This design comes from an exercise in tuning for small area and a short achievable clock period on the open sky130 flow, not from production work.
For this run, only the layout was checked, not whether the RTL still works.
Power figures rest on the tool's default switching activity, not on a simulated workload.

<file path="flow/design.v">
`timescale 1ns/1ps
module half_adder(input a,b,output sum,carry);
  assign sum = a ^ b;
  assign carry = a & b;
endmodule
`timescale 1ns/1ps
module full_adder( output sum,carry, input a,b,c);
  wire w1, w2, w3;
  half_adder HA1(.a(a), .b(b), .sum(w1), .carry(w2));
  half_adder HA2(.a(w1), .b(c), .sum(sum), .carry(w3));
  or or1(carry, w2, w3);
endmodule
`timescale 1ns/1ps
module RCA_16bit(output cout, output [15:0] sum, input [15:0] a, b);
    wire [14:0] c;
    full_adder F0(.a(a[0]), .b(b[0]), .c(1'b0), .sum(sum[0]), .carry(c[0]));
    full_adder F1(.a(a[1]), .b(b[1]), .c(c[0]), .sum(sum[1]), .carry(c[1]));
    full_adder F2(.a(a[2]), .b(b[2]), .c(c[1]), .sum(sum[2]), .carry(c[2]));
    full_adder F3(.a(a[3]), .b(b[3]), .c(c[2]), .sum(sum[3]), .carry(c[3]));
    full_adder F4(.a(a[4]), .b(b[4]), .c(c[3]), .sum(sum[4]), .carry(c[4]));
    full_adder F5(.a(a[5]), .b(b[5]), .c(c[4]), .sum(sum[5]), .carry(c[5]));
    full_adder F6(.a(a[6]), .b(b[6]), .c(c[5]), .sum(sum[6]), .carry(c[6]));
    full_adder F7(.a(a[7]), .b(b[7]), .c(c[6]), .sum(sum[7]), .carry(c[7]));
    full_adder F8(.a(a[8]), .b(b[8]), .c(c[7]), .sum(sum[8]), .carry(c[8]));
    full_adder F9(.a(a[9]), .b(b[9]), .c(c[8]), .sum(sum[9]), .carry(c[9]));
    full_adder F10(.a(a[10]), .b(b[10]), .c(c[9]), .sum(sum[10]), .carry(c[10]));
    full_adder F11(.a(a[11]), .b(b[11]), .c(c[10]), .sum(sum[11]), .carry(c[11]));
    full_adder F12(.a(a[12]), .b(b[12]), .c(c[11]), .sum(sum[12]), .carry(c[12]));
    full_adder F13(.a(a[13]), .b(b[13]), .c(c[12]), .sum(sum[13]), .carry(c[13]));
    full_adder F14(.a(a[14]), .b(b[14]), .c(c[13]), .sum(sum[14]), .carry(c[14]));
    full_adder F15(.a(a[15]), .b(b[15]), .c(c[14]), .sum(sum[15]), .carry(cout));
endmodule
`timescale 1ns/1ps
module d_ff(input clk,input [15:0]d,output reg [15:0]q);
  always@(posedge clk)
      q<=d;       
endmodule         
`timescale 1ns / 1ps
module Braun_Multiplier(
    input [7:0] a, b,
    output [15:0] p
);
    wire [15:0] sum_0, sum_1, sum_2, sum_3, sum_4, sum_5, sum_6, sum_7;
    wire [7:0] partial_product[7:0];
    genvar i, j;
    generate
        for (i = 0; i < 8; i = i + 1) begin
            for (j = 0; j < 8; j = j + 1) begin
                assign partial_product[i][j] = a[i] & b[j];   
            end
        end
    endgenerate
    assign sum_0 = {8'b0, partial_product[0]};
    assign sum_1 = {partial_product[1], 1'b0} + sum_0;
    assign sum_2 = {partial_product[2], 2'b0} + sum_1;
    assign sum_3 = {partial_product[3], 3'b0} + sum_2;
    assign sum_4 = {partial_product[4], 4'b0} + sum_3;
    assign sum_5 = {partial_product[5], 5'b0} + sum_4;
    assign sum_6 = {partial_product[6], 6'b0} + sum_5;
    assign sum_7 = {partial_product[7], 7'b0} + sum_6;
    assign p = sum_7;
endmodule
module FIR_Top(input clk, input [7:0] Xin, H0, H1, H2, output reg [15:0] Yout);
  reg [15:0] Q1;
  reg [15:0] Q2;
  wire a1 = ~(Xin[0] & H2[0]);
  wire a2 = ~(Xin[0] & H2[1]);
  wire a3 = ~(Xin[0] & H2[2]);
  wire a4 = ~(Xin[0] & H2[3]);
  wire a5 = ~(Xin[0] & H2[4]);
  wire a6 = ~(Xin[0] & H2[5]);
  wire a7 = ~(Xin[0] & H2[6]);
  wire a8 = ~(Xin[0] & H2[7]);
  wire a9 = ~(Xin[1] & H2[0]);
  wire a10 = ~(Xin[1] & H2[1]);
  wire a11 = ~(Xin[1] & H2[2]);
  wire a12 = ~(Xin[1] & H2[3]);
  wire a13 = ~(Xin[1] & H2[4]);
  wire a14 = ~(Xin[1] & H2[5]);
  wire a15 = ~(Xin[1] & H2[6]);
  wire a16 = ~(Xin[1] & H2[7]);
  wire a17 = ~(Xin[2] & H2[0]);
  wire a18 = ~(Xin[2] & H2[1]);
  wire a19 = ~(Xin[2] & H2[2]);
  wire a20 = ~(Xin[2] & H2[3]);
  wire a21 = ~(Xin[2] & H2[4]);
  wire a22 = ~(Xin[2] & H2[5]);
  wire a23 = ~(Xin[2] & H2[6]);
  wire a24 = ~(Xin[2] & H2[7]);
  wire a25 = ~(Xin[3] & H2[0]);
  wire a26 = ~(Xin[3] & H2[1]);
  wire a27 = ~(Xin[3] & H2[2]);
  wire a28 = ~(Xin[3] & H2[3]);
  wire a29 = ~(Xin[3] & H2[4]);
  wire a30 = ~(Xin[3] & H2[5]);
  wire a31 = ~(Xin[3] & H2[6]);
  wire a32 = ~(Xin[3] & H2[7]);
  wire a33 = ~(Xin[4] & H2[0]);
  wire a34 = ~(Xin[4] & H2[1]);
  wire a35 = ~(Xin[4] & H2[2]);
  wire a36 = ~(Xin[4] & H2[3]);
  wire a37 = ~(Xin[4] & H2[4]);
  wire a38 = ~(Xin[4] & H2[5]);
  wire a39 = ~(Xin[4] & H2[6]);
  wire a40 = ~(Xin[4] & H2[7]);
  wire a41 = ~(Xin[5] & H2[0]);
  wire a42 = ~(Xin[5] & H2[1]);
  wire a43 = ~(Xin[5] & H2[2]);
  wire a44 = ~(Xin[5] & H2[3]);
  wire a45 = ~(Xin[5] & H2[4]);
  wire a46 = ~(Xin[5] & H2[5]);
  wire a47 = ~(Xin[5] & H2[6]);
  wire a48 = ~(Xin[5] & H2[7]);
  wire a49 = ~(Xin[6] & H2[0]);
  wire a50 = ~(Xin[6] & H2[1]);
  wire a51 = ~(Xin[6] & H2[2]);
  wire a52 = ~(Xin[6] & H2[3]);
  wire a53 = ~(Xin[6] & H2[4]);
  wire a54 = ~(Xin[6] & H2[5]);
  wire a55 = ~(Xin[6] & H2[6]);
  wire a56 = ~(Xin[6] & H2[7]);
  wire a57 = ~(Xin[7] & H2[0]);
  wire a58 = ~(Xin[7] & H2[1]);
  wire a59 = ~(Xin[7] & H2[2]);
  wire a60 = ~(Xin[7] & H2[3]);
  wire a61 = ~(Xin[7] & H2[4]);
  wire a62 = ~(Xin[7] & H2[5]);
  wire a63 = ~(Xin[7] & H2[6]);
  wire a64 = ~(Xin[7] & H2[7]);
  wire s65;
  fir_xnor2 u65 (.a(a7), .b(a14), .y(s65));
  wire c66;
  fir_or2 u66 (.a(a7), .b(a14), .y(c66));
  wire s67, c67;
  fir_fa u67 (.a(a8), .b(a15), .c(a22), .s(s67), .co(c67));
  wire s68;
  fir_xnor2 u68 (.a(a29), .b(a36), .y(s68));
  wire c69;
  fir_or2 u69 (.a(a29), .b(a36), .y(c69));
  wire s70, c70;
  fir_fa u70 (.a(a16), .b(a23), .c(a30), .s(s70), .co(c70));
  wire s71;
  fir_xnor2 u71 (.a(a37), .b(a44), .y(s71));
  wire c72;
  fir_or2 u72 (.a(a37), .b(a44), .y(c72));
  wire s73, c73;
  fir_fa u73 (.a(a24), .b(a31), .c(a38), .s(s73), .co(c73));
  wire s74;
  fir_xnor2 u74 (.a(a5), .b(a12), .y(s74));
  wire c75;
  fir_or2 u75 (.a(a5), .b(a12), .y(c75));
  wire s76, c76;
  fir_fa u76 (.a(a6), .b(a13), .c(a20), .s(s76), .co(c76));
  wire s77;
  fir_xnor2 u77 (.a(a27), .b(a34), .y(s77));
  wire c78;
  fir_or2 u78 (.a(a27), .b(a34), .y(c78));
  wire s79, c79;
  fir_fa u79 (.a(a21), .b(a28), .c(a35), .s(s79), .co(c79));
  wire s80, c80;
  fir_fa u80 (.a(a42), .b(a49), .c(s65), .s(s80), .co(c80));
  wire s81, c81;
  fir_fa u81 (.a(a43), .b(a50), .c(a57), .s(s81), .co(c81));
  wire s82, c82;
  fir_fa u82 (.a(c66), .b(s68), .c(s67), .s(s82), .co(c82));
  wire s83, c83;
  fir_fa u83 (.a(a51), .b(a58), .c(c69), .s(s83), .co(c83));
  wire s84, c84;
  fir_fa u84 (.a(s71), .b(c67), .c(s70), .s(s84), .co(c84));
  wire s85, c85;
  fir_fa u85 (.a(a45), .b(a52), .c(a59), .s(s85), .co(c85));
  wire s86, c86;
  fir_fa u86 (.a(c72), .b(c70), .c(s73), .s(s86), .co(c86));
  wire s87, c87;
  fir_fa u87 (.a(a32), .b(a39), .c(a46), .s(s87), .co(c87));
  wire s88, c88;
  fir_fa u88 (.a(a53), .b(a60), .c(c73), .s(s88), .co(c88));
  wire s89, c89;
  fir_fa u89 (.a(a40), .b(a47), .c(a54), .s(s89), .co(c89));
  wire s90;
  fir_xnor2 u90 (.a(a4), .b(a11), .y(s90));
  wire c91;
  fir_or2 u91 (.a(a4), .b(a11), .y(c91));
  wire s92, c92;
  fir_fa u92 (.a(a19), .b(a26), .c(a33), .s(s92), .co(c92));
  wire s93, c93;
  fir_fa u93 (.a(a41), .b(c75), .c(s77), .s(s93), .co(c93));
  wire s94, c94;
  fir_fa u94 (.a(c78), .b(c76), .c(s79), .s(s94), .co(c94));
  wire s95, c95;
  fir_fa u95 (.a(c79), .b(s81), .c(c80), .s(s95), .co(c95));
  wire s96, c96;
  fir_fa u96 (.a(c81), .b(s83), .c(c82), .s(s96), .co(c96));
  wire s97, c97;
  fir_fa u97 (.a(s85), .b(c83), .c(c84), .s(s97), .co(c97));
  wire s98, c98;
  fir_fa u98 (.a(c85), .b(s87), .c(c86), .s(s98), .co(c98));
  wire s99, c99;
  fir_fa u99 (.a(a61), .b(c87), .c(s89), .s(s99), .co(c99));
  wire s100, c100;
  fir_fa u100 (.a(a48), .b(a55), .c(a62), .s(s100), .co(c100));
  wire s101;
  fir_xnor2 u101 (.a(a3), .b(a10), .y(s101));
  wire c102;
  fir_or2 u102 (.a(a3), .b(a10), .y(c102));
  wire s103, c103;
  fir_fa u103 (.a(a18), .b(a25), .c(s90), .s(s103), .co(c103));
  wire s104, c104;
  fir_fa u104 (.a(c91), .b(s74), .c(s92), .s(s104), .co(c104));
  wire s105, c105;
  fir_fa u105 (.a(c92), .b(s76), .c(s93), .s(s105), .co(c105));
  wire s106, c106;
  fir_fa u106 (.a(c93), .b(s80), .c(s94), .s(s106), .co(c106));
  wire s107, c107;
  fir_fa u107 (.a(c94), .b(s82), .c(s95), .s(s107), .co(c107));
  wire s108, c108;
  fir_fa u108 (.a(s84), .b(c95), .c(s96), .s(s108), .co(c108));
  wire s109, c109;
  fir_fa u109 (.a(s86), .b(c96), .c(s97), .s(s109), .co(c109));
  wire s110, c110;
  fir_fa u110 (.a(s88), .b(c97), .c(s98), .s(s110), .co(c110));
  wire s111, c111;
  fir_fa u111 (.a(c88), .b(s99), .c(c98), .s(s111), .co(c111));
  wire s112, c112;
  fir_fa u112 (.a(c89), .b(s100), .c(c99), .s(s112), .co(c112));
  wire s113, c113;
  fir_fa u113 (.a(a56), .b(a63), .c(c100), .s(s113), .co(c113));
  wire p114;
  fir_xor2 u114 (.a(a2), .b(a9), .y(p114));
  wire g115;
  fir_nor2 u115 (.a(a2), .b(a9), .y(g115));
  wire p116;
  fir_xor2 u116 (.a(s101), .b(a17), .y(p116));
  wire g117;
  fir_nor2 u117 (.a(s101), .b(a17), .y(g117));
  wire p118;
  fir_xor2 u118 (.a(c102), .b(s103), .y(p118));
  wire g119;
  fir_nor2 u119 (.a(c102), .b(s103), .y(g119));
  wire p120;
  fir_xor2 u120 (.a(c103), .b(s104), .y(p120));
  wire g121;
  fir_nor2 u121 (.a(c103), .b(s104), .y(g121));
  wire p122;
  fir_xor2 u122 (.a(c104), .b(s105), .y(p122));
  wire g123;
  fir_nor2 u123 (.a(c104), .b(s105), .y(g123));
  wire p124;
  fir_xor2 u124 (.a(c105), .b(s106), .y(p124));
  wire g125;
  fir_nor2 u125 (.a(c105), .b(s106), .y(g125));
  wire p126;
  fir_xor2 u126 (.a(c106), .b(s107), .y(p126));
  wire g127;
  fir_nor2 u127 (.a(c106), .b(s107), .y(g127));
  wire p128;
  fir_xor2 u128 (.a(c107), .b(s108), .y(p128));
  wire g129;
  fir_nor2 u129 (.a(c107), .b(s108), .y(g129));
  wire p130;
  fir_xor2 u130 (.a(c108), .b(s109), .y(p130));
  wire g131;
  fir_nor2 u131 (.a(c108), .b(s109), .y(g131));
  wire p132;
  fir_xor2 u132 (.a(c109), .b(s110), .y(p132));
  wire g133;
  fir_nor2 u133 (.a(c109), .b(s110), .y(g133));
  wire p134;
  fir_xor2 u134 (.a(c110), .b(s111), .y(p134));
  wire g135;
  fir_nor2 u135 (.a(c110), .b(s111), .y(g135));
  wire p136;
  fir_xor2 u136 (.a(c111), .b(s112), .y(p136));
  wire g137;
  fir_nor2 u137 (.a(c111), .b(s112), .y(g137));
  wire p138;
  fir_xor2 u138 (.a(c112), .b(s113), .y(p138));
  wire g139;
  fir_nor2 u139 (.a(c112), .b(s113), .y(g139));
  wire p140;
  fir_xor2 u140 (.a(c113), .b(a64), .y(p140));
  wire g141;
  fir_nor2 u141 (.a(c113), .b(a64), .y(g141));
  wire G142 = g115 | (p114 & 1'b0);
  wire G143 = g117 | (p116 & G142);
  wire G144 = g119 | (p118 & G143);
  wire G145 = g121 | (p120 & G144);
  wire G146 = g123 | (p122 & G145);
  wire G147 = g127 | (p126 & g125);
  wire P148 = p126 & p124;
  wire G149 = g131 | (p130 & g129);
  wire P150 = p130 & p128;
  wire G151 = g135 | (p134 & g133);
  wire P152 = p134 & p132;
  wire G153 = g139 | (p138 & g137);
  wire P154 = p138 & p136;
  wire G155 = 1'b0 | (1'b0 & g141);
  wire P156 = 1'b0 & p140;
  wire G157 = g129 | (p128 & G147);
  wire P158 = p128 & P148;
  wire G159 = G149 | (P150 & G147);
  wire P160 = P150 & P148;
  wire G161 = g137 | (p136 & G151);
  wire P162 = p136 & P152;
  wire G163 = G153 | (P154 & G151);
  wire P164 = P154 & P152;
  wire G165 = g133 | (p132 & G159);
  wire P166 = p132 & P160;
  wire G167 = G151 | (P152 & G159);
  wire P168 = P152 & P160;
  wire G169 = G161 | (P162 & G159);
  wire P170 = P162 & P160;
  wire G171 = G163 | (P164 & G159);
  wire P172 = P164 & P160;
  wire G173 = g141 | (p140 & G171);
  wire P174 = p140 & P172;
  wire G175 = G155 | (P156 & G171);
  wire P176 = P156 & P172;
  wire G177 = g125 | (p124 & G146);
  wire G178 = G147 | (P148 & G146);
  wire G179 = G157 | (P158 & G146);
  wire G180 = G159 | (P160 & G146);
  wire G181 = G165 | (P166 & G146);
  wire G182 = G167 | (P168 & G146);
  wire G183 = G169 | (P170 & G146);
  wire G184 = G171 | (P172 & G146);
  wire G185 = G173 | (P174 & G146);
  wire G186 = G175 | (P176 & G146);
  wire y187 = ~(~a1);
  wire y188 = ~(p114);
  wire y189;
  fir_xnor2 u189 (.a(p116), .b(G142), .y(y189));
  wire y190;
  fir_xnor2 u190 (.a(p118), .b(G143), .y(y190));
  wire y191;
  fir_xnor2 u191 (.a(p120), .b(G144), .y(y191));
  wire y192;
  fir_xnor2 u192 (.a(p122), .b(G145), .y(y192));
  wire y193;
  fir_xnor2 u193 (.a(p124), .b(G146), .y(y193));
  wire y194;
  fir_xnor2 u194 (.a(p126), .b(G177), .y(y194));
  wire y195;
  fir_xnor2 u195 (.a(p128), .b(G178), .y(y195));
  wire y196;
  fir_xnor2 u196 (.a(p130), .b(G179), .y(y196));
  wire y197;
  fir_xnor2 u197 (.a(p132), .b(G180), .y(y197));
  wire y198;
  fir_xnor2 u198 (.a(p134), .b(G181), .y(y198));
  wire y199;
  fir_xnor2 u199 (.a(p136), .b(G182), .y(y199));
  wire y200;
  fir_xnor2 u200 (.a(p138), .b(G183), .y(y200));
  wire y201;
  fir_xnor2 u201 (.a(p140), .b(G184), .y(y201));
  wire y202;
  fir_xnor2 u202 (.a(1'b0), .b(G185), .y(y202));
  wire a203 = ~(Xin[0] & H1[0]);
  wire a204 = ~(Xin[0] & H1[1]);
  wire a205 = ~(Xin[0] & H1[2]);
  wire a206 = ~(Xin[0] & H1[3]);
  wire a207 = ~(Xin[0] & H1[4]);
  wire a208 = ~(Xin[0] & H1[5]);
  wire a209 = ~(Xin[0] & H1[6]);
  wire a210 = ~(Xin[0] & H1[7]);
  wire a211 = ~(Xin[1] & H1[0]);
  wire a212 = ~(Xin[1] & H1[1]);
  wire a213 = ~(Xin[1] & H1[2]);
  wire a214 = ~(Xin[1] & H1[3]);
  wire a215 = ~(Xin[1] & H1[4]);
  wire a216 = ~(Xin[1] & H1[5]);
  wire a217 = ~(Xin[1] & H1[6]);
  wire a218 = ~(Xin[1] & H1[7]);
  wire a219 = ~(Xin[2] & H1[0]);
  wire a220 = ~(Xin[2] & H1[1]);
  wire a221 = ~(Xin[2] & H1[2]);
  wire a222 = ~(Xin[2] & H1[3]);
  wire a223 = ~(Xin[2] & H1[4]);
  wire a224 = ~(Xin[2] & H1[5]);
  wire a225 = ~(Xin[2] & H1[6]);
  wire a226 = ~(Xin[2] & H1[7]);
  wire a227 = ~(Xin[3] & H1[0]);
  wire a228 = ~(Xin[3] & H1[1]);
  wire a229 = ~(Xin[3] & H1[2]);
  wire a230 = ~(Xin[3] & H1[3]);
  wire a231 = ~(Xin[3] & H1[4]);
  wire a232 = ~(Xin[3] & H1[5]);
  wire a233 = ~(Xin[3] & H1[6]);
  wire a234 = ~(Xin[3] & H1[7]);
  wire a235 = ~(Xin[4] & H1[0]);
  wire a236 = ~(Xin[4] & H1[1]);
  wire a237 = ~(Xin[4] & H1[2]);
  wire a238 = ~(Xin[4] & H1[3]);
  wire a239 = ~(Xin[4] & H1[4]);
  wire a240 = ~(Xin[4] & H1[5]);
  wire a241 = ~(Xin[4] & H1[6]);
  wire a242 = ~(Xin[4] & H1[7]);
  wire a243 = ~(Xin[5] & H1[0]);
  wire a244 = ~(Xin[5] & H1[1]);
  wire a245 = ~(Xin[5] & H1[2]);
  wire a246 = ~(Xin[5] & H1[3]);
  wire a247 = ~(Xin[5] & H1[4]);
  wire a248 = ~(Xin[5] & H1[5]);
  wire a249 = ~(Xin[5] & H1[6]);
  wire a250 = ~(Xin[5] & H1[7]);
  wire a251 = ~(Xin[6] & H1[0]);
  wire a252 = ~(Xin[6] & H1[1]);
  wire a253 = ~(Xin[6] & H1[2]);
  wire a254 = ~(Xin[6] & H1[3]);
  wire a255 = ~(Xin[6] & H1[4]);
  wire a256 = ~(Xin[6] & H1[5]);
  wire a257 = ~(Xin[6] & H1[6]);
  wire a258 = ~(Xin[6] & H1[7]);
  wire a259 = ~(Xin[7] & H1[0]);
  wire a260 = ~(Xin[7] & H1[1]);
  wire a261 = ~(Xin[7] & H1[2]);
  wire a262 = ~(Xin[7] & H1[3]);
  wire a263 = ~(Xin[7] & H1[4]);
  wire a264 = ~(Xin[7] & H1[5]);
  wire a265 = ~(Xin[7] & H1[6]);
  wire a266 = ~(Xin[7] & H1[7]);
  wire s267;
  fir_xnor2 u267 (.a(Q1[5]), .b(a208), .y(s267));
  wire c268;
  fir_or2 u268 (.a(Q1[5]), .b(a208), .y(c268));
  wire s269, c269;
  fir_fa u269 (.a(Q1[6]), .b(a209), .c(a216), .s(s269), .co(c269));
  wire s270;
  fir_xnor2 u270 (.a(a223), .b(a230), .y(s270));
  wire c271;
  fir_or2 u271 (.a(a223), .b(a230), .y(c271));
  wire s272, c272;
  fir_fa u272 (.a(Q1[7]), .b(a210), .c(a217), .s(s272), .co(c272));
  wire s273, c273;
  fir_fa u273 (.a(a224), .b(a231), .c(a238), .s(s273), .co(c273));
  wire s274;
  fir_xnor2 u274 (.a(a245), .b(a252), .y(s274));
  wire c275;
  fir_or2 u275 (.a(a245), .b(a252), .y(c275));
  wire s276, c276;
  fir_fa u276 (.a(Q1[8]), .b(a218), .c(a225), .s(s276), .co(c276));
  wire s277, c277;
  fir_fa u277 (.a(a232), .b(a239), .c(a246), .s(s277), .co(c277));
  wire s278;
  fir_xnor2 u278 (.a(a253), .b(a260), .y(s278));
  wire c279;
  fir_or2 u279 (.a(a253), .b(a260), .y(c279));
  wire s280, c280;
  fir_fa u280 (.a(Q1[9]), .b(a226), .c(a233), .s(s280), .co(c280));
  wire s281, c281;
  fir_fa u281 (.a(a240), .b(a247), .c(a254), .s(s281), .co(c281));
  wire s282, c282;
  fir_fa u282 (.a(Q1[10]), .b(a234), .c(a241), .s(s282), .co(c282));
  wire s283;
  fir_xnor2 u283 (.a(Q1[3]), .b(a206), .y(s283));
  wire c284;
  fir_or2 u284 (.a(Q1[3]), .b(a206), .y(c284));
  wire s285, c285;
  fir_fa u285 (.a(Q1[4]), .b(a207), .c(a214), .s(s285), .co(c285));
  wire s286;
  fir_xnor2 u286 (.a(a221), .b(a228), .y(s286));
  wire c287;
  fir_or2 u287 (.a(a221), .b(a228), .y(c287));
  wire s288, c288;
  fir_fa u288 (.a(a215), .b(a222), .c(a229), .s(s288), .co(c288));
  wire s289, c289;
  fir_fa u289 (.a(a236), .b(a243), .c(s267), .s(s289), .co(c289));
  wire s290, c290;
  fir_fa u290 (.a(a237), .b(a244), .c(a251), .s(s290), .co(c290));
  wire s291, c291;
  fir_fa u291 (.a(c268), .b(s270), .c(s269), .s(s291), .co(c291));
  wire s292, c292;
  fir_fa u292 (.a(a259), .b(c271), .c(s274), .s(s292), .co(c292));
  wire s293, c293;
  fir_fa u293 (.a(c269), .b(s272), .c(s273), .s(s293), .co(c293));
  wire s294, c294;
  fir_fa u294 (.a(c275), .b(s278), .c(c272), .s(s294), .co(c294));
  wire s295, c295;
  fir_fa u295 (.a(c273), .b(s276), .c(s277), .s(s295), .co(c295));
  wire s296, c296;
  fir_fa u296 (.a(a261), .b(c279), .c(c276), .s(s296), .co(c296));
  wire s297, c297;
  fir_fa u297 (.a(c277), .b(s280), .c(s281), .s(s297), .co(c297));
  wire s298, c298;
  fir_fa u298 (.a(a248), .b(a255), .c(a262), .s(s298), .co(c298));
  wire s299, c299;
  fir_fa u299 (.a(c280), .b(c281), .c(s282), .s(s299), .co(c299));
  wire s300, c300;
  fir_fa u300 (.a(Q1[11]), .b(a242), .c(a249), .s(s300), .co(c300));
  wire s301, c301;
  fir_fa u301 (.a(a256), .b(a263), .c(c282), .s(s301), .co(c301));
  wire s302, c302;
  fir_fa u302 (.a(Q1[12]), .b(a250), .c(a257), .s(s302), .co(c302));
  wire s303;
  fir_xnor2 u303 (.a(Q1[2]), .b(a205), .y(s303));
  wire c304;
  fir_or2 u304 (.a(Q1[2]), .b(a205), .y(c304));
  wire s305, c305;
  fir_fa u305 (.a(a213), .b(a220), .c(a227), .s(s305), .co(c305));
  wire s306, c306;
  fir_fa u306 (.a(a235), .b(c284), .c(s286), .s(s306), .co(c306));
  wire s307, c307;
  fir_fa u307 (.a(c287), .b(c285), .c(s288), .s(s307), .co(c307));
  wire s308, c308;
  fir_fa u308 (.a(c288), .b(s290), .c(c289), .s(s308), .co(c308));
  wire s309, c309;
  fir_fa u309 (.a(c290), .b(s292), .c(c291), .s(s309), .co(c309));
  wire s310, c310;
  fir_fa u310 (.a(c292), .b(c293), .c(s294), .s(s310), .co(c310));
  wire s311, c311;
  fir_fa u311 (.a(c294), .b(c295), .c(s296), .s(s311), .co(c311));
  wire s312, c312;
  fir_fa u312 (.a(s298), .b(c296), .c(c297), .s(s312), .co(c312));
  wire s313, c313;
  fir_fa u313 (.a(c298), .b(s300), .c(c299), .s(s313), .co(c313));
  wire s314, c314;
  fir_fa u314 (.a(a264), .b(c300), .c(s302), .s(s314), .co(c314));
  wire s315, c315;
  fir_fa u315 (.a(Q1[13]), .b(a258), .c(a265), .s(s315), .co(c315));
  wire s316;
  fir_xnor2 u316 (.a(Q1[1]), .b(a204), .y(s316));
  wire c317;
  fir_or2 u317 (.a(Q1[1]), .b(a204), .y(c317));
  wire s318, c318;
  fir_fa u318 (.a(a212), .b(a219), .c(s303), .s(s318), .co(c318));
  wire s319, c319;
  fir_fa u319 (.a(c304), .b(s283), .c(s305), .s(s319), .co(c319));
  wire s320, c320;
  fir_fa u320 (.a(c305), .b(s285), .c(s306), .s(s320), .co(c320));
  wire s321, c321;
  fir_fa u321 (.a(c306), .b(s289), .c(s307), .s(s321), .co(c321));
  wire s322, c322;
  fir_fa u322 (.a(c307), .b(s291), .c(s308), .s(s322), .co(c322));
  wire s323, c323;
  fir_fa u323 (.a(s293), .b(c308), .c(s309), .s(s323), .co(c323));
  wire s324, c324;
  fir_fa u324 (.a(s295), .b(c309), .c(s310), .s(s324), .co(c324));
  wire s325, c325;
  fir_fa u325 (.a(s297), .b(c310), .c(s311), .s(s325), .co(c325));
  wire s326, c326;
  fir_fa u326 (.a(s299), .b(c311), .c(s312), .s(s326), .co(c326));
  wire s327, c327;
  fir_fa u327 (.a(s301), .b(c312), .c(s313), .s(s327), .co(c327));
  wire s328, c328;
  fir_fa u328 (.a(c301), .b(s314), .c(c313), .s(s328), .co(c328));
  wire s329, c329;
  fir_fa u329 (.a(c302), .b(s315), .c(c314), .s(s329), .co(c329));
  wire s330, c330;
  fir_fa u330 (.a(Q1[14]), .b(a266), .c(c315), .s(s330), .co(c330));
  wire p331;
  fir_xor2 u331 (.a(Q1[0]), .b(a203), .y(p331));
  wire g332;
  fir_nor2 u332 (.a(Q1[0]), .b(a203), .y(g332));
  wire p333;
  fir_xor2 u333 (.a(s316), .b(a211), .y(p333));
  wire g334;
  fir_nor2 u334 (.a(s316), .b(a211), .y(g334));
  wire p335;
  fir_xor2 u335 (.a(c317), .b(s318), .y(p335));
  wire g336;
  fir_nor2 u336 (.a(c317), .b(s318), .y(g336));
  wire p337;
  fir_xor2 u337 (.a(c318), .b(s319), .y(p337));
  wire g338;
  fir_nor2 u338 (.a(c318), .b(s319), .y(g338));
  wire p339;
  fir_xor2 u339 (.a(c319), .b(s320), .y(p339));
  wire g340;
  fir_nor2 u340 (.a(c319), .b(s320), .y(g340));
  wire p341;
  fir_xor2 u341 (.a(c320), .b(s321), .y(p341));
  wire g342;
  fir_nor2 u342 (.a(c320), .b(s321), .y(g342));
  wire p343;
  fir_xor2 u343 (.a(c321), .b(s322), .y(p343));
  wire g344;
  fir_nor2 u344 (.a(c321), .b(s322), .y(g344));
  wire p345;
  fir_xor2 u345 (.a(c322), .b(s323), .y(p345));
  wire g346;
  fir_nor2 u346 (.a(c322), .b(s323), .y(g346));
  wire p347;
  fir_xor2 u347 (.a(c323), .b(s324), .y(p347));
  wire g348;
  fir_nor2 u348 (.a(c323), .b(s324), .y(g348));
  wire p349;
  fir_xor2 u349 (.a(c324), .b(s325), .y(p349));
  wire g350;
  fir_nor2 u350 (.a(c324), .b(s325), .y(g350));
  wire p351;
  fir_xor2 u351 (.a(c325), .b(s326), .y(p351));
  wire g352;
  fir_nor2 u352 (.a(c325), .b(s326), .y(g352));
  wire p353;
  fir_xor2 u353 (.a(c326), .b(s327), .y(p353));
  wire g354;
  fir_nor2 u354 (.a(c326), .b(s327), .y(g354));
  wire p355;
  fir_xor2 u355 (.a(c327), .b(s328), .y(p355));
  wire g356;
  fir_nor2 u356 (.a(c327), .b(s328), .y(g356));
  wire p357;
  fir_xor2 u357 (.a(c328), .b(s329), .y(p357));
  wire g358;
  fir_nor2 u358 (.a(c328), .b(s329), .y(g358));
  wire p359;
  fir_xor2 u359 (.a(c329), .b(s330), .y(p359));
  wire g360;
  fir_nor2 u360 (.a(c329), .b(s330), .y(g360));
  wire p361;
  fir_xor2 u361 (.a(c330), .b(Q1[15]), .y(p361));
  wire g362;
  fir_nor2 u362 (.a(c330), .b(Q1[15]), .y(g362));
  wire G363 = g334 | (p333 & g332);
  wire G364 = g336 | (p335 & G363);
  wire G365 = g338 | (p337 & G364);
  wire G366 = g340 | (p339 & G365);
  wire G367 = g342 | (p341 & G366);
  wire G368 = g346 | (p345 & g344);
  wire P369 = p345 & p343;
  wire G370 = g350 | (p349 & g348);
  wire P371 = p349 & p347;
  wire G372 = g354 | (p353 & g352);
  wire P373 = p353 & p351;
  wire G374 = g358 | (p357 & g356);
  wire P375 = p357 & p355;
  wire G376 = g362 | (p361 & g360);
  wire P377 = p361 & p359;
  wire G378 = g348 | (p347 & G368);
  wire P379 = p347 & P369;
  wire G380 = G370 | (P371 & G368);
  wire P381 = P371 & P369;
  wire G382 = g356 | (p355 & G372);
  wire P383 = p355 & P373;
  wire G384 = G374 | (P375 & G372);
  wire P385 = P375 & P373;
  wire G386 = g352 | (p351 & G380);
  wire P387 = p351 & P381;
  wire G388 = G372 | (P373 & G380);
  wire P389 = P373 & P381;
  wire G390 = G382 | (P383 & G380);
  wire P391 = P383 & P381;
  wire G392 = G384 | (P385 & G380);
  wire P393 = P385 & P381;
  wire G394 = g360 | (p359 & G392);
  wire P395 = p359 & P393;
  wire G396 = G376 | (P377 & G392);
  wire P397 = P377 & P393;
  wire G398 = g344 | (p343 & G367);
  wire G399 = G368 | (P369 & G367);
  wire G400 = G378 | (P379 & G367);
  wire G401 = G380 | (P381 & G367);
  wire G402 = G386 | (P387 & G367);
  wire G403 = G388 | (P389 & G367);
  wire G404 = G390 | (P391 & G367);
  wire G405 = G392 | (P393 & G367);
  wire G406 = G394 | (P395 & G367);
  wire G407 = G396 | (P397 & G367);
  wire y408 = ~(p331);
  wire y409;
  fir_xnor2 u409 (.a(p333), .b(g332), .y(y409));
  wire y410;
  fir_xnor2 u410 (.a(p335), .b(G363), .y(y410));
  wire y411;
  fir_xnor2 u411 (.a(p337), .b(G364), .y(y411));
  wire y412;
  fir_xnor2 u412 (.a(p339), .b(G365), .y(y412));
  wire y413;
  fir_xnor2 u413 (.a(p341), .b(G366), .y(y413));
  wire y414;
  fir_xnor2 u414 (.a(p343), .b(G367), .y(y414));
  wire y415;
  fir_xnor2 u415 (.a(p345), .b(G398), .y(y415));
  wire y416;
  fir_xnor2 u416 (.a(p347), .b(G399), .y(y416));
  wire y417;
  fir_xnor2 u417 (.a(p349), .b(G400), .y(y417));
  wire y418;
  fir_xnor2 u418 (.a(p351), .b(G401), .y(y418));
  wire y419;
  fir_xnor2 u419 (.a(p353), .b(G402), .y(y419));
  wire y420;
  fir_xnor2 u420 (.a(p355), .b(G403), .y(y420));
  wire y421;
  fir_xnor2 u421 (.a(p357), .b(G404), .y(y421));
  wire y422;
  fir_xnor2 u422 (.a(p359), .b(G405), .y(y422));
  wire y423;
  fir_xnor2 u423 (.a(p361), .b(G406), .y(y423));
  wire a424 = ~(Xin[0] & H0[0]);
  wire a425 = ~(Xin[0] & H0[1]);
  wire a426 = ~(Xin[0] & H0[2]);
  wire a427 = ~(Xin[0] & H0[3]);
  wire a428 = ~(Xin[0] & H0[4]);
  wire a429 = ~(Xin[0] & H0[5]);
  wire a430 = ~(Xin[0] & H0[6]);
  wire a431 = ~(Xin[0] & H0[7]);
  wire a432 = ~(Xin[1] & H0[0]);
  wire a433 = ~(Xin[1] & H0[1]);
  wire a434 = ~(Xin[1] & H0[2]);
  wire a435 = ~(Xin[1] & H0[3]);
  wire a436 = ~(Xin[1] & H0[4]);
  wire a437 = ~(Xin[1] & H0[5]);
  wire a438 = ~(Xin[1] & H0[6]);
  wire a439 = ~(Xin[1] & H0[7]);
  wire a440 = ~(Xin[2] & H0[0]);
  wire a441 = ~(Xin[2] & H0[1]);
  wire a442 = ~(Xin[2] & H0[2]);
  wire a443 = ~(Xin[2] & H0[3]);
  wire a444 = ~(Xin[2] & H0[4]);
  wire a445 = ~(Xin[2] & H0[5]);
  wire a446 = ~(Xin[2] & H0[6]);
  wire a447 = ~(Xin[2] & H0[7]);
  wire a448 = ~(Xin[3] & H0[0]);
  wire a449 = ~(Xin[3] & H0[1]);
  wire a450 = ~(Xin[3] & H0[2]);
  wire a451 = ~(Xin[3] & H0[3]);
  wire a452 = ~(Xin[3] & H0[4]);
  wire a453 = ~(Xin[3] & H0[5]);
  wire a454 = ~(Xin[3] & H0[6]);
  wire a455 = ~(Xin[3] & H0[7]);
  wire a456 = ~(Xin[4] & H0[0]);
  wire a457 = ~(Xin[4] & H0[1]);
  wire a458 = ~(Xin[4] & H0[2]);
  wire a459 = ~(Xin[4] & H0[3]);
  wire a460 = ~(Xin[4] & H0[4]);
  wire a461 = ~(Xin[4] & H0[5]);
  wire a462 = ~(Xin[4] & H0[6]);
  wire a463 = ~(Xin[4] & H0[7]);
  wire a464 = ~(Xin[5] & H0[0]);
  wire a465 = ~(Xin[5] & H0[1]);
  wire a466 = ~(Xin[5] & H0[2]);
  wire a467 = ~(Xin[5] & H0[3]);
  wire a468 = ~(Xin[5] & H0[4]);
  wire a469 = ~(Xin[5] & H0[5]);
  wire a470 = ~(Xin[5] & H0[6]);
  wire a471 = ~(Xin[5] & H0[7]);
  wire a472 = ~(Xin[6] & H0[0]);
  wire a473 = ~(Xin[6] & H0[1]);
  wire a474 = ~(Xin[6] & H0[2]);
  wire a475 = ~(Xin[6] & H0[3]);
  wire a476 = ~(Xin[6] & H0[4]);
  wire a477 = ~(Xin[6] & H0[5]);
  wire a478 = ~(Xin[6] & H0[6]);
  wire a479 = ~(Xin[6] & H0[7]);
  wire a480 = ~(Xin[7] & H0[0]);
  wire a481 = ~(Xin[7] & H0[1]);
  wire a482 = ~(Xin[7] & H0[2]);
  wire a483 = ~(Xin[7] & H0[3]);
  wire a484 = ~(Xin[7] & H0[4]);
  wire a485 = ~(Xin[7] & H0[5]);
  wire a486 = ~(Xin[7] & H0[6]);
  wire a487 = ~(Xin[7] & H0[7]);
  wire s488;
  fir_xnor2 u488 (.a(Q2[5]), .b(a429), .y(s488));
  wire c489;
  fir_or2 u489 (.a(Q2[5]), .b(a429), .y(c489));
  wire s490, c490;
  fir_fa u490 (.a(Q2[6]), .b(a430), .c(a437), .s(s490), .co(c490));
  wire s491;
  fir_xnor2 u491 (.a(a444), .b(a451), .y(s491));
  wire c492;
  fir_or2 u492 (.a(a444), .b(a451), .y(c492));
  wire s493, c493;
  fir_fa u493 (.a(Q2[7]), .b(a431), .c(a438), .s(s493), .co(c493));
  wire s494, c494;
  fir_fa u494 (.a(a445), .b(a452), .c(a459), .s(s494), .co(c494));
  wire s495;
  fir_xnor2 u495 (.a(a466), .b(a473), .y(s495));
  wire c496;
  fir_or2 u496 (.a(a466), .b(a473), .y(c496));
  wire s497, c497;
  fir_fa u497 (.a(Q2[8]), .b(a439), .c(a446), .s(s497), .co(c497));
  wire s498, c498;
  fir_fa u498 (.a(a453), .b(a460), .c(a467), .s(s498), .co(c498));
  wire s499;
  fir_xnor2 u499 (.a(a474), .b(a481), .y(s499));
  wire c500;
  fir_or2 u500 (.a(a474), .b(a481), .y(c500));
  wire s501, c501;
  fir_fa u501 (.a(Q2[9]), .b(a447), .c(a454), .s(s501), .co(c501));
  wire s502, c502;
  fir_fa u502 (.a(a461), .b(a468), .c(a475), .s(s502), .co(c502));
  wire s503, c503;
  fir_fa u503 (.a(Q2[10]), .b(a455), .c(a462), .s(s503), .co(c503));
  wire s504;
  fir_xnor2 u504 (.a(Q2[3]), .b(a427), .y(s504));
  wire c505;
  fir_or2 u505 (.a(Q2[3]), .b(a427), .y(c505));
  wire s506, c506;
  fir_fa u506 (.a(Q2[4]), .b(a428), .c(a435), .s(s506), .co(c506));
  wire s507;
  fir_xnor2 u507 (.a(a442), .b(a449), .y(s507));
  wire c508;
  fir_or2 u508 (.a(a442), .b(a449), .y(c508));
  wire s509, c509;
  fir_fa u509 (.a(a436), .b(a443), .c(a450), .s(s509), .co(c509));
  wire s510, c510;
  fir_fa u510 (.a(a457), .b(a464), .c(s488), .s(s510), .co(c510));
  wire s511, c511;
  fir_fa u511 (.a(a458), .b(a465), .c(a472), .s(s511), .co(c511));
  wire s512, c512;
  fir_fa u512 (.a(c489), .b(s491), .c(s490), .s(s512), .co(c512));
  wire s513, c513;
  fir_fa u513 (.a(a480), .b(c492), .c(s495), .s(s513), .co(c513));
  wire s514, c514;
  fir_fa u514 (.a(c490), .b(s493), .c(s494), .s(s514), .co(c514));
  wire s515, c515;
  fir_fa u515 (.a(c496), .b(s499), .c(c493), .s(s515), .co(c515));
  wire s516, c516;
  fir_fa u516 (.a(c494), .b(s497), .c(s498), .s(s516), .co(c516));
  wire s517, c517;
  fir_fa u517 (.a(a482), .b(c500), .c(c497), .s(s517), .co(c517));
  wire s518, c518;
  fir_fa u518 (.a(c498), .b(s501), .c(s502), .s(s518), .co(c518));
  wire s519, c519;
  fir_fa u519 (.a(a469), .b(a476), .c(a483), .s(s519), .co(c519));
  wire s520, c520;
  fir_fa u520 (.a(c501), .b(c502), .c(s503), .s(s520), .co(c520));
  wire s521, c521;
  fir_fa u521 (.a(Q2[11]), .b(a463), .c(a470), .s(s521), .co(c521));
  wire s522, c522;
  fir_fa u522 (.a(a477), .b(a484), .c(c503), .s(s522), .co(c522));
  wire s523, c523;
  fir_fa u523 (.a(Q2[12]), .b(a471), .c(a478), .s(s523), .co(c523));
  wire s524;
  fir_xnor2 u524 (.a(Q2[2]), .b(a426), .y(s524));
  wire c525;
  fir_or2 u525 (.a(Q2[2]), .b(a426), .y(c525));
  wire s526, c526;
  fir_fa u526 (.a(a434), .b(a441), .c(a448), .s(s526), .co(c526));
  wire s527, c527;
  fir_fa u527 (.a(a456), .b(c505), .c(s507), .s(s527), .co(c527));
  wire s528, c528;
  fir_fa u528 (.a(c508), .b(c506), .c(s509), .s(s528), .co(c528));
  wire s529, c529;
  fir_fa u529 (.a(c509), .b(s511), .c(c510), .s(s529), .co(c529));
  wire s530, c530;
  fir_fa u530 (.a(c511), .b(s513), .c(c512), .s(s530), .co(c530));
  wire s531, c531;
  fir_fa u531 (.a(c513), .b(c514), .c(s515), .s(s531), .co(c531));
  wire s532, c532;
  fir_fa u532 (.a(c515), .b(c516), .c(s517), .s(s532), .co(c532));
  wire s533, c533;
  fir_fa u533 (.a(s519), .b(c517), .c(c518), .s(s533), .co(c533));
  wire s534, c534;
  fir_fa u534 (.a(c519), .b(s521), .c(c520), .s(s534), .co(c534));
  wire s535, c535;
  fir_fa u535 (.a(a485), .b(c521), .c(s523), .s(s535), .co(c535));
  wire s536, c536;
  fir_fa u536 (.a(Q2[13]), .b(a479), .c(a486), .s(s536), .co(c536));
  wire s537;
  fir_xnor2 u537 (.a(Q2[1]), .b(a425), .y(s537));
  wire c538;
  fir_or2 u538 (.a(Q2[1]), .b(a425), .y(c538));
  wire s539, c539;
  fir_fa u539 (.a(a433), .b(a440), .c(s524), .s(s539), .co(c539));
  wire s540, c540;
  fir_fa u540 (.a(c525), .b(s504), .c(s526), .s(s540), .co(c540));
  wire s541, c541;
  fir_fa u541 (.a(c526), .b(s506), .c(s527), .s(s541), .co(c541));
  wire s542, c542;
  fir_fa u542 (.a(c527), .b(s510), .c(s528), .s(s542), .co(c542));
  wire s543, c543;
  fir_fa u543 (.a(c528), .b(s512), .c(s529), .s(s543), .co(c543));
  wire s544, c544;
  fir_fa u544 (.a(s514), .b(c529), .c(s530), .s(s544), .co(c544));
  wire s545, c545;
  fir_fa u545 (.a(s516), .b(c530), .c(s531), .s(s545), .co(c545));
  wire s546, c546;
  fir_fa u546 (.a(s518), .b(c531), .c(s532), .s(s546), .co(c546));
  wire s547, c547;
  fir_fa u547 (.a(s520), .b(c532), .c(s533), .s(s547), .co(c547));
  wire s548, c548;
  fir_fa u548 (.a(s522), .b(c533), .c(s534), .s(s548), .co(c548));
  wire s549, c549;
  fir_fa u549 (.a(c522), .b(s535), .c(c534), .s(s549), .co(c549));
  wire s550, c550;
  fir_fa u550 (.a(c523), .b(s536), .c(c535), .s(s550), .co(c550));
  wire s551, c551;
  fir_fa u551 (.a(Q2[14]), .b(a487), .c(c536), .s(s551), .co(c551));
  wire p552;
  fir_xor2 u552 (.a(Q2[0]), .b(a424), .y(p552));
  wire g553;
  fir_nor2 u553 (.a(Q2[0]), .b(a424), .y(g553));
  wire p554;
  fir_xor2 u554 (.a(s537), .b(a432), .y(p554));
  wire g555;
  fir_nor2 u555 (.a(s537), .b(a432), .y(g555));
  wire p556;
  fir_xor2 u556 (.a(c538), .b(s539), .y(p556));
  wire g557;
  fir_nor2 u557 (.a(c538), .b(s539), .y(g557));
  wire p558;
  fir_xor2 u558 (.a(c539), .b(s540), .y(p558));
  wire g559;
  fir_nor2 u559 (.a(c539), .b(s540), .y(g559));
  wire p560;
  fir_xor2 u560 (.a(c540), .b(s541), .y(p560));
  wire g561;
  fir_nor2 u561 (.a(c540), .b(s541), .y(g561));
  wire p562;
  fir_xor2 u562 (.a(c541), .b(s542), .y(p562));
  wire g563;
  fir_nor2 u563 (.a(c541), .b(s542), .y(g563));
  wire p564;
  fir_xor2 u564 (.a(c542), .b(s543), .y(p564));
  wire g565;
  fir_nor2 u565 (.a(c542), .b(s543), .y(g565));
  wire p566;
  fir_xor2 u566 (.a(c543), .b(s544), .y(p566));
  wire g567;
  fir_nor2 u567 (.a(c543), .b(s544), .y(g567));
  wire p568;
  fir_xor2 u568 (.a(c544), .b(s545), .y(p568));
  wire g569;
  fir_nor2 u569 (.a(c544), .b(s545), .y(g569));
  wire p570;
  fir_xor2 u570 (.a(c545), .b(s546), .y(p570));
  wire g571;
  fir_nor2 u571 (.a(c545), .b(s546), .y(g571));
  wire p572;
  fir_xor2 u572 (.a(c546), .b(s547), .y(p572));
  wire g573;
  fir_nor2 u573 (.a(c546), .b(s547), .y(g573));
  wire p574;
  fir_xor2 u574 (.a(c547), .b(s548), .y(p574));
  wire g575;
  fir_nor2 u575 (.a(c547), .b(s548), .y(g575));
  wire p576;
  fir_xor2 u576 (.a(c548), .b(s549), .y(p576));
  wire g577;
  fir_nor2 u577 (.a(c548), .b(s549), .y(g577));
  wire p578;
  fir_xor2 u578 (.a(c549), .b(s550), .y(p578));
  wire g579;
  fir_nor2 u579 (.a(c549), .b(s550), .y(g579));
  wire p580;
  fir_xor2 u580 (.a(c550), .b(s551), .y(p580));
  wire g581;
  fir_nor2 u581 (.a(c550), .b(s551), .y(g581));
  wire p582;
  fir_xor2 u582 (.a(c551), .b(Q2[15]), .y(p582));
  wire g583;
  fir_nor2 u583 (.a(c551), .b(Q2[15]), .y(g583));
  wire G584 = g555 | (p554 & g553);
  wire G585 = g557 | (p556 & G584);
  wire G586 = g559 | (p558 & G585);
  wire G587 = g561 | (p560 & G586);
  wire G588 = g563 | (p562 & G587);
  wire G589 = g567 | (p566 & g565);
  wire P590 = p566 & p564;
  wire G591 = g571 | (p570 & g569);
  wire P592 = p570 & p568;
  wire G593 = g575 | (p574 & g573);
  wire P594 = p574 & p572;
  wire G595 = g579 | (p578 & g577);
  wire P596 = p578 & p576;
  wire G597 = g583 | (p582 & g581);
  wire P598 = p582 & p580;
  wire G599 = g569 | (p568 & G589);
  wire P600 = p568 & P590;
  wire G601 = G591 | (P592 & G589);
  wire P602 = P592 & P590;
  wire G603 = g577 | (p576 & G593);
  wire P604 = p576 & P594;
  wire G605 = G595 | (P596 & G593);
  wire P606 = P596 & P594;
  wire G607 = g573 | (p572 & G601);
  wire P608 = p572 & P602;
  wire G609 = G593 | (P594 & G601);
  wire P610 = P594 & P602;
  wire G611 = G603 | (P604 & G601);
  wire P612 = P604 & P602;
  wire G613 = G605 | (P606 & G601);
  wire P614 = P606 & P602;
  wire G615 = g581 | (p580 & G613);
  wire P616 = p580 & P614;
  wire G617 = G597 | (P598 & G613);
  wire P618 = P598 & P614;
  wire G619 = g565 | (p564 & G588);
  wire G620 = G589 | (P590 & G588);
  wire G621 = G599 | (P600 & G588);
  wire G622 = G601 | (P602 & G588);
  wire G623 = G607 | (P608 & G588);
  wire G624 = G609 | (P610 & G588);
  wire G625 = G611 | (P612 & G588);
  wire G626 = G613 | (P614 & G588);
  wire G627 = G615 | (P616 & G588);
  wire G628 = G617 | (P618 & G588);
  wire y629 = (p552);
  wire y630;
  fir_xor2 u630 (.a(p554), .b(g553), .y(y630));
  wire y631;
  fir_xor2 u631 (.a(p556), .b(G584), .y(y631));
  wire y632;
  fir_xor2 u632 (.a(p558), .b(G585), .y(y632));
  wire y633;
  fir_xor2 u633 (.a(p560), .b(G586), .y(y633));
  wire y634;
  fir_xor2 u634 (.a(p562), .b(G587), .y(y634));
  wire y635;
  fir_xor2 u635 (.a(p564), .b(G588), .y(y635));
  wire y636;
  fir_xor2 u636 (.a(p566), .b(G619), .y(y636));
  wire y637;
  fir_xor2 u637 (.a(p568), .b(G620), .y(y637));
  wire y638;
  fir_xor2 u638 (.a(p570), .b(G621), .y(y638));
  wire y639;
  fir_xor2 u639 (.a(p572), .b(G622), .y(y639));
  wire y640;
  fir_xor2 u640 (.a(p574), .b(G623), .y(y640));
  wire y641;
  fir_xor2 u641 (.a(p576), .b(G624), .y(y641));
  wire y642;
  fir_xor2 u642 (.a(p578), .b(G625), .y(y642));
  wire y643;
  fir_xor2 u643 (.a(p580), .b(G626), .y(y643));
  wire y644;
  fir_xor2 u644 (.a(p582), .b(G627), .y(y644));
  always @(posedge clk) begin
    Q1 <= {y202, y201, y200, y199, y198, y197, y196, y195, y194, y193, y192, y191, y190, y189, y188, y187};
    Q2 <= {y423, y422, y421, y420, y419, y418, y417, y416, y415, y414, y413, y412, y411, y410, y409, y408};
    Yout <= {y644, y643, y642, y641, y640, y639, y638, y637, y636, y635, y634, y633, y632, y631, y630, y629};
  end
endmodule
module fir_fa(input a, b, c, output s, co);
  assign s = a ^ b ^ c;
  assign co = (a & b) | (a & c) | (b & c);
endmodule
module fir_nor2(input a, b, output y);
  assign y = ~(a | b);
endmodule
module fir_or2(input a, b, output y);
  assign y = a | b;
endmodule
module fir_xnor2(input a, b, output y);
  assign y = ~(a ^ b);
endmodule
module fir_xor2(input a, b, output y);
  assign y = a ^ b;
endmodule
</file>
<file path="flow/run.sh">
#!/bin/bash
# synth_recipe.tcl (not shown) runs the flow's synth.tcl, then flattens the netlist and writes it again
# the make line also repeats each setting of config.mk as NAME=value (left out here)
make -C /OpenROAD-flow-scripts/flow DESIGN_CONFIG=/design/flow/config.mk WORK_HOME=/design/flow/orfs CLKGATE_MAP_FILE= SYNTH_SCRIPT=/design/flow/synth_recipe.tcl finish
</file>
<file path="flow/config.mk">
export PLATFORM = sky130hd
export DESIGN_NAME = FIR_Top
export DESIGN_NICKNAME = FIR_Top
export VERILOG_FILES = /design/flow/design.v
export SDC_FILE = /design/flow/constraint.sdc
export NUM_CORES = 4
export LEC_CHECK = 0
export CAP_MARGIN = 20
export CORE_MARGIN = 2
export CORE_UTILIZATION = 60
export SETUP_SLACK_MARGIN = 4.2
export SLEW_MARGIN = 20
export SYNTH_HIERARCHICAL = 1
export SYNTH_MINIMUM_KEEP_SIZE = 0
export TNS_END_PERCENT = 0
</file>
<file path="flow/constraint.sdc">
create_clock -name core_clock -period 9.5 [get_ports {clk}]
set_input_delay 1.9000 -clock core_clock [delete_from_list [all_inputs] [get_ports {clk}]]
set_output_delay 1.9000 -clock core_clock [all_outputs]
set_load 0.01 [all_outputs]
</file>
==> flow_summary_export.csv <==
group,metric,value,unit
outcome,outcome,"complete, no violations",
floorplan,die_area,11600,um2
placement,port_buffers,48,
setup_path,slowest_delay,540,ps
sta,fin_crit_sh,0.558,
sta,final.min_clock_period,5300,ps
clock_tree,cts_buffers,5,
cells_and_area,final_area,7630,um2
setup_path,path_class,"in -> reg",
global_route,grt_pass1_vias,5187,
yosys,ys_ff_latch,48,
setup_path,worstPathArrival,5490,ps
floorplan,dieHeight,108,um
clock_tree,clk_latency,310,ps
setup_path,critPathMaxFanout,8,
global_route,grt_pass1_wl,24900,um
setup_path,cp.required,9690,ps
power_and_ir_drop,switching_power,1.41,mW
worst_hold_path,min-delay-path-class,"reg -> reg",
drt,routed_wl,14400,um
cells_and_area,area_delta_synth_final,17.8,%
clock_tree,clockRootBuffer,"clkbuf_8",
yosys,syn_area,6480,um2
sta,fmax,189,MHz
sta,hold_viol,0,
power_and_ir_drop,seqPwrFrac,0.132,
setup_path,crit_path_top_delay_cell,"fa_1",
cells_and_area,layout-drive-gt1-share,0.149,
clock_tree,cts_tree,"yes",
drt,post_drt_wl_per_cell,16.3,um
drt,drcViolationCount,0,
clock_tree,clock_path_buffers,2,
placement,dp_cells,850,
drt,dr.first_iter.drc_count,297,
run,drv_cap,0,
drt,drt_pass1_iterations,5,
global_route,antenna_found_initial,0,
floorplan,pin_count,49,
cells_and_area,regArea,961,um2
cells_and_area,nNetsFinal,908,
power_and_ir_drop,pwr-share-comb,0.824,
power_and_ir_drop,power.density,390,nW/um2
clock_tree,cts-hold-fix-buffers,0,
setup_path,endpoint_kind,"flip-flop",
yosys,syn-mean-instance-area,9.23,um2
sta,fin_worst_skew,4.04,ps
setup_path,critPathLaunchType,"input pin",
placement,globalplace.congestion,0.813,
drt,vias_per_cell,5.56,
global_route,grt_usage,0.276,
floorplan,rows,37,
cells_and_area,multi_input_area,5560,um2
clock_tree,clk_pin_slew_worst_paths,100,ps
placement,hpwl,10300,um
clock_tree,cts_sinks,48,
power_and_ir_drop,power.share.clock,0.044,
yosys,seq_area_frac_synth,0.148,
cells_and_area,fill_cells,786,
sta,slew_violations,0,
setup_path,worstPathCellList,"buf_4, buf_12, nand2_1, fa_2, fa_2, fa_1, fa_2, xor2_2, and3_1, a221o_1, nor2_1, o21ai_2, a221o_1, xor2_1",
drt,antenna_left,0,
yosys,yosysUniqueCellTypes,32,
drt,dr_total_vias,4897,
global_route,grt_max_degree,25,
cells_and_area,diodes,0,
floorplan,core,10400,um2
placement,post_dp_cell_area,7110,um2
sta,report.final.setup_viol,0,
power_and_ir_drop,p_leak,2.99,nW
clock_tree,htree_levels,2,
floorplan,initial_core_util,0.622,
setup_path,crit_path_frequent_cell,"fa_2",
power_and_ir_drop,p_sw_frac,0.474,
power_and_ir_drop,p_int,1.57,mW
floorplan,die_x,108,um
yosys,yosys_warnings,7,
sta,rsz0062_at_grt,"yes",
sta,tns,0,ps
yosys,synth.net_count,866,
yosys,netlist_instances,702,
global_route,grt_remaining_overflow,0,
power_and_ir_drop,ir_drop,0.487,mV
cells_and_area,layout.cells.non_filler,881,
critical path, delay by kind of cell:
kind                     cells  cell delay [ps]
adder cells (fa/ha/maj)      4             1830
XOR/XNOR                     2              330
buffers and inverters        2              270
AND/OR/NAND/NOR              3              410
AO/OA/AOI/OAI                3              750
path summary, 6_finish.rpt:
kind	startpoint	to	slack (ps)	cells after the start
max	Xin[0]	Yout[13]	4200	14
min	Q2[0]	Yout[0]	470	1
max reg2reg	Q2[8]	Yout[13]	5710	11
min reg2reg	Q2[0]	Yout[0]	470	1
placed cells by master (no fill, tap or decap), drive strengths merged, types with 11 or more instances in the layout:
master	count
nand2	204
fa	131
xor2	61
xnor2	52
nor2	51
dfxtp	48
buf	35
a21o	26
or2	26
clkdlybuf4s50	17
clkbuf	15
a21oi	12
o21ai	11
cell type report:
class	count	area share
repair buffers	75	0.110
clock inverters	2	0.00213
multi-input cells	612	0.729
clock buffers	6	0.00952
flip-flops and latches	48	0.126
inverters	2	0.000984
well taps	136	0.0223
per-stage QoR:
step	util	hold slack, ps	worst slack, ps	power [mW]
after global routing	0.732	479	4080	3.27
final	0.732	472	4200	2.98
after floorplan	-	428	4100	2.21
after global placement	0.682	452	2840	2.56
after detailed placement	0.682	458	2720	2.61
after CTS	0.722	472	4190	2.91
cell usage after synthesis (all sizes together):
cell type,count,share of area
inv,2,0.0012
nor3,1,0.00077
nor2,51,0.030
clkbuf,24,0.014
and3,4,0.0039
o31ai,2,0.0023
a221o,4,0.0062
nand2,204,0.12
nand3,3,0.0023
a31oi,2,0.0019
o21a,2,0.0023
o21bai,1,0.0012
a21oi,12,0.0093
o21ai,11,0.0097
conb,1,0.00058
or2,26,0.025
xnor2,52,0.070
nand2b,6,0.0058
a31o,1,0.0014
a211oi,3,0.0035
nand4,2,0.0019
and2,2,0.0019
xor2,61,0.082
buf,16,0.0093
or3,2,0.0035
a21o,26,0.030
o221ai,2,0.0081
dfxtp,48,0.15
fa,131,0.40
timing repair:
item,in CTS,in global routing
pin swaps,16,18
buffers inserted,16,1
gates cloned,5,1
hold endpoints to repair,0,0
setup endpoints to repair,28,11
resized for setup,136,40
flip-flops by register name, indices dropped and copies added, names as in the netlist:
name and count:
Yout 16, Q2 16, Q1 16
per-module statistics from Yosys (local to each module, per instance):
| module | cell area, um2 | times used | flops+latches | cells inside |
|---|---|---|---|---|
| fir_fa | 20.0 | 131 | 0 | 1 |
| fir_xnor2 | 8.76 | 52 | 0 | 1 |
| fir_xor2 | 8.76 | 61 | 0 | 1 |
| fir_or2 | 6.26 | 23 | 0 | 1 |
| FIR_Top | 2550 | 1 | 48 | 391 |
| fir_nor2 | 3.75 | 44 | 0 | 1 |
layer usage:
| layer | share of wire | routed length (um) | track usage |
|---|---|---|---|
| met5 | 0 | 0 | 0 |
| met1 | 0.43 | 6110 | 0.390 |
| met3 | 0.060 | 860 | 0.0327 |
| met2 | 0.51 | 7280 | 0.472 |
| met4 | 0.0075 | 108 | 0.0412 |
kinds of logic (layout without fill, tap and decap cells):
family / Yosys count / in the layout / synth area share
simple gates: 301 / 301 / 0.193
fa+ha+maj: 131 / 131 / 0.405
xor+xnor: 113 / 113 / 0.153
compound gates: 66 / 66 / 0.0759
flops: 48 / 48 / 0.148
buf+inv: 42 / 85 / 0.0243
other cells: 1 / 1 / 0.000579
power groups by stage:
stage	combinational, mW	clock, mW	sequential, mW
4_1_cts	2.38	0.135	0.397
5_1_grt	2.72	0.143	0.406
6_report	2.45	0.130	0.394
3_5_place_dp	2.22	0	0.397
2_1_floorplan	1.80	0	0.404
3_3_place_gp	2.16	0	0.398

-- static timing again, ports no longer ideal --
The flow's constraints put no driver on any port. The routed layout listed below was extracted and timed again, unchanged, in two steps.
Step 1, drivers: a clkbuf_16 drives clk and a buf_2 each remaining input, both assumed.
Step 2 also shifts input and output timing later by t, the mid clock arrival at the registers, as if the neighbouring blocks saw the same clock.
Three values: no drivers, after step 1, after step 2; two values: the first two.
shift t [ns]: 0.343
setup WS [ns]: 4.200 / 4.182 / 3.839
worst hold slack (ns): 0.472 / 0.472 / 0.472
worst setup path at the end: input to register
clock arrival spread, ns: 0.004 / 0.004
After both steps setup and hold are still met in this run. The setup slack of this run moves by -0.018 ns with the drivers and by -0.361 ns with both steps.
